From an optimization exercise on the open Yosys and OpenROAD flow, aimed at small area; shortcuts taken in it are not production practice.
Only simulation tests tie the RTL to the original design; equivalence was not proved.

==> design.v <==
`timescale 1ns/1ps
module systolic_array #(
    parameter DATA_WIDTH = 8,
    parameter ACC_WIDTH = 32,
    parameter ARRAY_SIZE = 8
)(
    input  logic                          clk,
    input  logic                          rst_n,
    input  logic                          load_weights,    
    input  logic                          start_compute,   
    input  logic                          clear_acc,       
    input  logic [ARRAY_SIZE*DATA_WIDTH-1:0] weight_in,
    input  logic [$clog2(ARRAY_SIZE)-1:0] weight_row,
    input  logic [ARRAY_SIZE*DATA_WIDTH-1:0] activation_in,
    input  logic                          activation_valid,
    input  logic [ARRAY_SIZE*ACC_WIDTH-1:0] partial_sum_in,
    output logic [ARRAY_SIZE*ACC_WIDTH-1:0] result_out,
    output logic                          result_valid,
    output logic                          busy
);
    typedef enum logic [1:0] {
        IDLE,
        COMPUTE,
        OUTPUT
    } state_t;
    state_t state;
    logic signed [DATA_WIDTH-1:0] weights [0:ARRAY_SIZE-1][0:ARRAY_SIZE-1];
    logic signed [ACC_WIDTH-1:0] accum [0:ARRAY_SIZE-1][0:ARRAY_SIZE-1];
    logic [$clog2(ARRAY_SIZE*2+4)-1:0] cycle_count;
    logic [$clog2(ARRAY_SIZE)-1:0] out_col;
    assign busy = (state != IDLE);
    assign result_valid = (state == OUTPUT);
    generate
        for (genvar r = 0; r < ARRAY_SIZE; r++) begin : gen_result_mux
            always_comb begin
                result_out[r*ACC_WIDTH +: ACC_WIDTH] = accum[r][out_col];
            end
        end
    endgenerate
    integer i, j;
    integer k_idx;
    integer c_idx;
    always @(posedge clk or negedge rst_n) begin
        if (!rst_n) begin
            state <= IDLE;
            cycle_count <= '0;
            out_col <= '0;
            for (i = 0; i < ARRAY_SIZE; i++) begin
                for (j = 0; j < ARRAY_SIZE; j++) begin
                    weights[i][j] <= '0;
                    accum[i][j] <= '0;
                end
            end
        end else begin
            if (load_weights) begin
                for (j = 0; j < ARRAY_SIZE; j++) begin
                    weights[weight_row][j] <= weight_in[j*DATA_WIDTH +: DATA_WIDTH];
                end
            end
            case (state)
                IDLE: begin
                    cycle_count <= '0;
                    out_col <= '0;
                    if (clear_acc) begin
                        for (i = 0; i < ARRAY_SIZE; i++) begin
                            for (j = 0; j < ARRAY_SIZE; j++) begin
                                accum[i][j] <= '0;
                            end
                        end
                    end
                    if (start_compute) begin
                        for (i = 0; i < ARRAY_SIZE; i++) begin
                            for (j = 0; j < ARRAY_SIZE; j++) begin
                                accum[i][j] <= $signed(partial_sum_in[i*ACC_WIDTH +: ACC_WIDTH]);
                            end
                        end
                        state <= COMPUTE;
                    end
                end
                COMPUTE: begin
                    if (activation_valid) begin
                        c_idx = int'(cycle_count);
                        for (i = 0; i < ARRAY_SIZE; i++) begin
                            k_idx = c_idx - i;
                            if ((k_idx >= 0) && (k_idx < ARRAY_SIZE)) begin
                                for (j = 0; j < ARRAY_SIZE; j++) begin
                                    accum[i][j] <= accum[i][j] +
                                                   $signed(activation_in[i*DATA_WIDTH +: DATA_WIDTH]) * $signed(weights[k_idx][j]);
                                end
                            end
                        end
                    end
                    cycle_count <= cycle_count + 1'b1;
                    if (cycle_count >= (ARRAY_SIZE*2 - 1)) begin
                        state <= OUTPUT;
                        cycle_count <= '0;
                        out_col <= '0;
                    end
                end
                OUTPUT: begin
                    if (out_col == $clog2(ARRAY_SIZE)'(ARRAY_SIZE-1)) begin
                        state <= IDLE;
                        out_col <= '0;
                    end else begin
                        out_col <= out_col + 1'b1;
                    end
                end
                default: begin
                    state <= IDLE;
                end
            endcase
        end
    end
endmodule
==> run.sh <==
#!/bin/bash
# synth_recipe.tcl (not shown) runs the flow's synth.tcl, then flattens the netlist and writes it again
# the make line also repeats each setting of config.mk as NAME=value (left out here)
make -C /OpenROAD-flow-scripts/flow DESIGN_CONFIG=/design/flow/config.mk WORK_HOME=/design/flow/orfs CLKGATE_MAP_FILE= SYNTH_SCRIPT=/design/flow/synth_recipe.tcl finish
==> config.mk <==
export PLATFORM = sky130hd
export DESIGN_NAME = systolic_array
export DESIGN_NICKNAME = systolic_array
export VERILOG_FILES = /design/flow/design.v
export SDC_FILE = /design/flow/constraint.sdc
export NUM_CORES = 8
export LEC_CHECK = 0
export CAP_MARGIN = 20
export CORE_MARGIN = 2
export CORE_UTILIZATION = 40
export SLEW_MARGIN = 20
==> constraint.sdc <==
create_clock -name core_clock -period 12.0 [get_ports {clk}]
set_input_delay 2.4000 -clock core_clock [delete_from_list [all_inputs] [get_ports {clk}]]
set_output_delay 2.4000 -clock core_clock [all_outputs]
set_load 0.01 [all_outputs]
==> run_results.csv <==
group,metric,value,unit
synth,ys_async_sr_fraction,100,%
timing,finalSetupTns,0,ns
cells_and_area,area_growth,8.89,%
setup_path,cp.arrival,11.92,ns
clock_network,hold_buffers,0,
floorplan,dieArea,1210000,um2
synth,synth_seq_cells,2570,
route,drt_iter0_markers,44000,
cells_and_area,drive_gt1_share,7.00,%
setup_path,endpoint_kind,"register",
grt,grt_overflow,0,
synth,synth.distinct_cells,91,
setup_path,rrSetupSlack,1.15,ns
cells_and_area,final_core_util,43.6,%
timing,slew_headroom,3.58,%
grt,grt_max_degree,187,
synth,ys_seq_area_share,13.4,%
clock_network,clock_sinks,2570,
run_status,outcome,"timing/DRC/antenna clean",
synth,syn_area_per_cell,9.69,um2
timing,min_period_over_period,90.4,%
floorplan,die_x,1100,um
route,num_vias,389000,
cells_and_area,design_area,522000,um2
synth,ys_top_cells_by_area,"fa_1 (37%), dfrtp_1 (13%), ha_1 (12%), inv_1 (5.3%), a21oi_1 (3.7%)",
placed_design,portBuffers,650,
placed_design,dp_hpwl,1520000,um
synth,synth_edf_count,0,
timing,finalMaxSlewViolations,0,
job,max-cap-violations,0,
hold_path,hp-class,"reg2reg",
hold_path,min_path_cells,2,
clock_network,cts_buffer_depth,5,
timing,holdWs,0.514,ns
floorplan,coreArea,1200000,um2
cells_and_area,fill_cells,117000,
clock_network,cts_buffers,383,
clock_network,cts_resized,0,
timing,period_needed,10.85,ns
placed_design,gp_congestion,1.03,
timing,final_hold_viol_count,0,
floorplan,initial_core_util,40.1,%
synth,synthesis.nets,63100,
setup_path,path_max_fanout,48,
route,ant_nets,0,
placed_design,placed_area,507000,um2
grt,antenna_found_initial,327,
timing,rsz0062_at_grt,"no",
clock_network,cts_root_buf,"clkbuf_16",
setup_path,startpoint_type,"register",
timing,skew,0.102,ns
floorplan,die_height,1100,um
timing,max_freq,0.0921,GHz
grt,grt_pass1_vias,396000,
route,wire_per_inst,29.4,um
clock_network,postCtsSetupBuffers,0,
cells_and_area,final_nets,62600,
synth,ys.warnings.count,3,
route,drc_errors,0,
route,routed_wl,1940000,um
cells_and_area,seqCellArea,64300,um2
setup_path,reg2reg_depth,27,
route,drt-vias-per-instance,5.91,
synth,synth_cells,49500,
setup_path,path_class,"reg2reg",
synth,yosysTopAreaCellShare,36.6,%
cells_and_area,multi_input_area,382000,um2
route,drtPass1Iterations,13,
clock_network,clock_latency,1.21,ns
clock_network,path_clk_slew,0.06,ns
clock_network,cts_tree,"built",
timing,tightest_slew,1.45,ns
floorplan,rows,402,
grt,grt_util_all_layers,31.8,%
synth,synth_area_leader_cell,"fa_1",
clock_network,htree_levels,5,
synth,ys.flop_type,"dfrtp_1",
synth,synth_area,480000,um2
setup_path,cp_data_required_time,13.07,ns
grt,grt_pass1_wl,2810000,um
timing,finalSetupViolCount,0,
floorplan,io_pins,651,
## synthesized netlist by cell type (66+ instances only)
| library cell | n |
|---|---|
| a221oi_1 | 802 |
| o211ai_1 | 162 |
| o22ai_1 | 66 |
| a21oi_1 | 3574 |
| dfrtp_1 | 2570 |
| o31ai_1 | 79 |
| nand2b_1 | 390 |
| ha_1 | 4439 |
| xnor2_1 | 1321 |
| nor2_1 | 2618 |
| o21ai_0 | 1558 |
| and2_1 | 1697 |
| nand4_1 | 137 |
| mux2_2 | 924 |
| nor3_1 | 308 |
| a21o_1 | 791 |
| a22o_1 | 152 |
| nand3_1 | 464 |
| buf_1 | 364 |
| xor2_1 | 498 |
| and3_1 | 324 |
| a22oi_1 | 906 |
| inv_1 | 6810 |
| or3_1 | 127 |
| a31oi_1 | 326 |
| a211o_1 | 66 |
| a222oi_1 | 509 |
| a211oi_1 | 535 |
| fa_1 | 8768 |
| nand2_1 | 3440 |
| clkbuf_1 | 2315 |
| o21a_1 | 272 |
| or2_2 | 104 |
| nor2b_1 | 800 |
| o21bai_1 | 189 |
## worst paths after layout
check / start / end
setup / recovery: cycle_count[1] / accum[13][28]
hold / removal: accum[1][0] / accum[1][0]
setup reg to reg: cycle_count[1] / accum[13][28]
hold reg to reg: accum[1][0] / accum[1][0]
max in group asynchronous: rst_n / accum[0][23]
min in group asynchronous: rst_n / accum[51][25]
## cell families (layout without fill, tap and decap cells)
| kind of cell | count (synthesis) | count (layout) | synth area share (%) |
|---|---|---|---|
| fa+ha+maj | 13200 | 13200 | 48.2 |
| simple gates | 10700 | 10700 | 10.7 |
| compound gates | 10600 | 10600 | 14.6 |
| buf+inv | 9551 | 9344 | 7.49 |
| flops | 2570 | 2570 | 13.4 |
| xor+xnor | 1819 | 1819 | 3.32 |
| mux | 988 | 988 | 2.30 |
| other cells | 0 | 558 | 0 |
## layout by cell type, fill, tap and decap left out, types with 79 or more instances in the layout
cell and n:
a211oi_1 535, diode_2 558, dfrtp_1 2567, a22o_1 152, a221oi_1 792, or2_2 104
or3_1 126, o211ai_1 162, o21a_1 271, nand2_1 3421, xor2_1 498, buf_4 1116
nand4_1 137, and2_1 1597, nand2b_1 388, fa_1 8768, nor2b_1 783, a22oi_1 906
a21o_1 786, mux2_2 924, a21oi_2 166, nand3_1 464, clkbuf_16 386, nor2_1 2600
a31oi_1 268, o21bai_1 189, inv_1 6810, o31ai_1 79, xnor2_1 1321, nor3_1 303
and3_1 323, ha_1 4429, a21oi_1 3393, o21ai_0 1556, clkdlybuf4s50_1 584, a222oi_1 509
## critical path, stage by stage (launching register included)
cell and delay [ns]:
dfrtp_1 0.55, inv_1 0.36, ha_4 0.62, buf_4 0.48
and2_4 0.75, a21oi_1 0.15, nand2_1 0.09, a221oi_1 0.05
a21oi_1 1.02, and2_2 0.31, buf_4 0.49, fa_1 0.56
fa_1 0.50, fa_1 0.56, fa_1 0.41, ha_1 0.28
ha_1 0.34, a21o_1 0.18, a21oi_1 0.27, a21oi_1 0.12
nand3b_1 0.28, a41oi_1 0.73, a21oi_1 0.26, and4_1 0.27
a2111oi_0 0.58, o21ai_0 0.21, xnor2_1 0.18, a21oi_1 0.08
## stage by stage
stage / cells / setup WS (ns)
global route: 65600 / 0.980
global placement: 64500 / 1.67
floorplan: 49500 / 2.68
CTS: 65200 / 1.56
finish: 65800 / 1.15
detailed placement: 64500 / 1.62
## layer usage
| layer | share of wire (%) | vias to the layer above | GRT usage, % |
|---|---|---|---|
| li1 | - | 164000 | - |
| met1 | 37 | 200000 | 39.5 |
| met2 | 42 | 20000 | 46.2 |
| met3 | 12 | 4501 | 11.7 |
| met4 | 8.1 | 162 | 21.4 |
| met5 | 0.093 | - | 0.992 |
## flip-flops by register name, indices dropped and copies added (netlist names)
signal	flops
accum	2048
cycle_count	5
out_col	3
state	2
weights	512
## area by class of cell
class	instances	area share (%)
clock inverters	177	0.494
flip-flops and latches	2570	12.3
diodes	558	0.267
multi-input cells	37400	73.1
inverters	6817	4.90
repair buffers	1842	3.08
well taps	16000	3.82
clock buffers	508	2.06

## static timing again, ports no longer ideal
The results above use ideal ports. As a check the final layout listed here was re-extracted and re-timed, cells and wires unchanged. Step 1: set_driving_cell puts a clkbuf_16 on clk and a buf_2 on each other input, an assumption about the parent block. Step 2 adds t to the input delays and takes it off the output delays; t is the mean of the earliest and latest rising clock arrival at the registers after step 1. Input paths then give back, and output paths get back, about the clock's delay inside the block. Three values: ideal, step 1, step 2; two values: the first two.
shift t [ns]: 1.351
setup slack, ns: 1.148 / 1.148 / 1.148
worst setup path at the end: register to register
slew at the worst register clock pin (ns): 0.07 / 0.07
worst slew at a driven data input, ns: 0.63
After both steps setup and hold are still met in this run. The setup slack of this run moves by 0.000 ns with the drivers and by 0.000 ns with both steps.
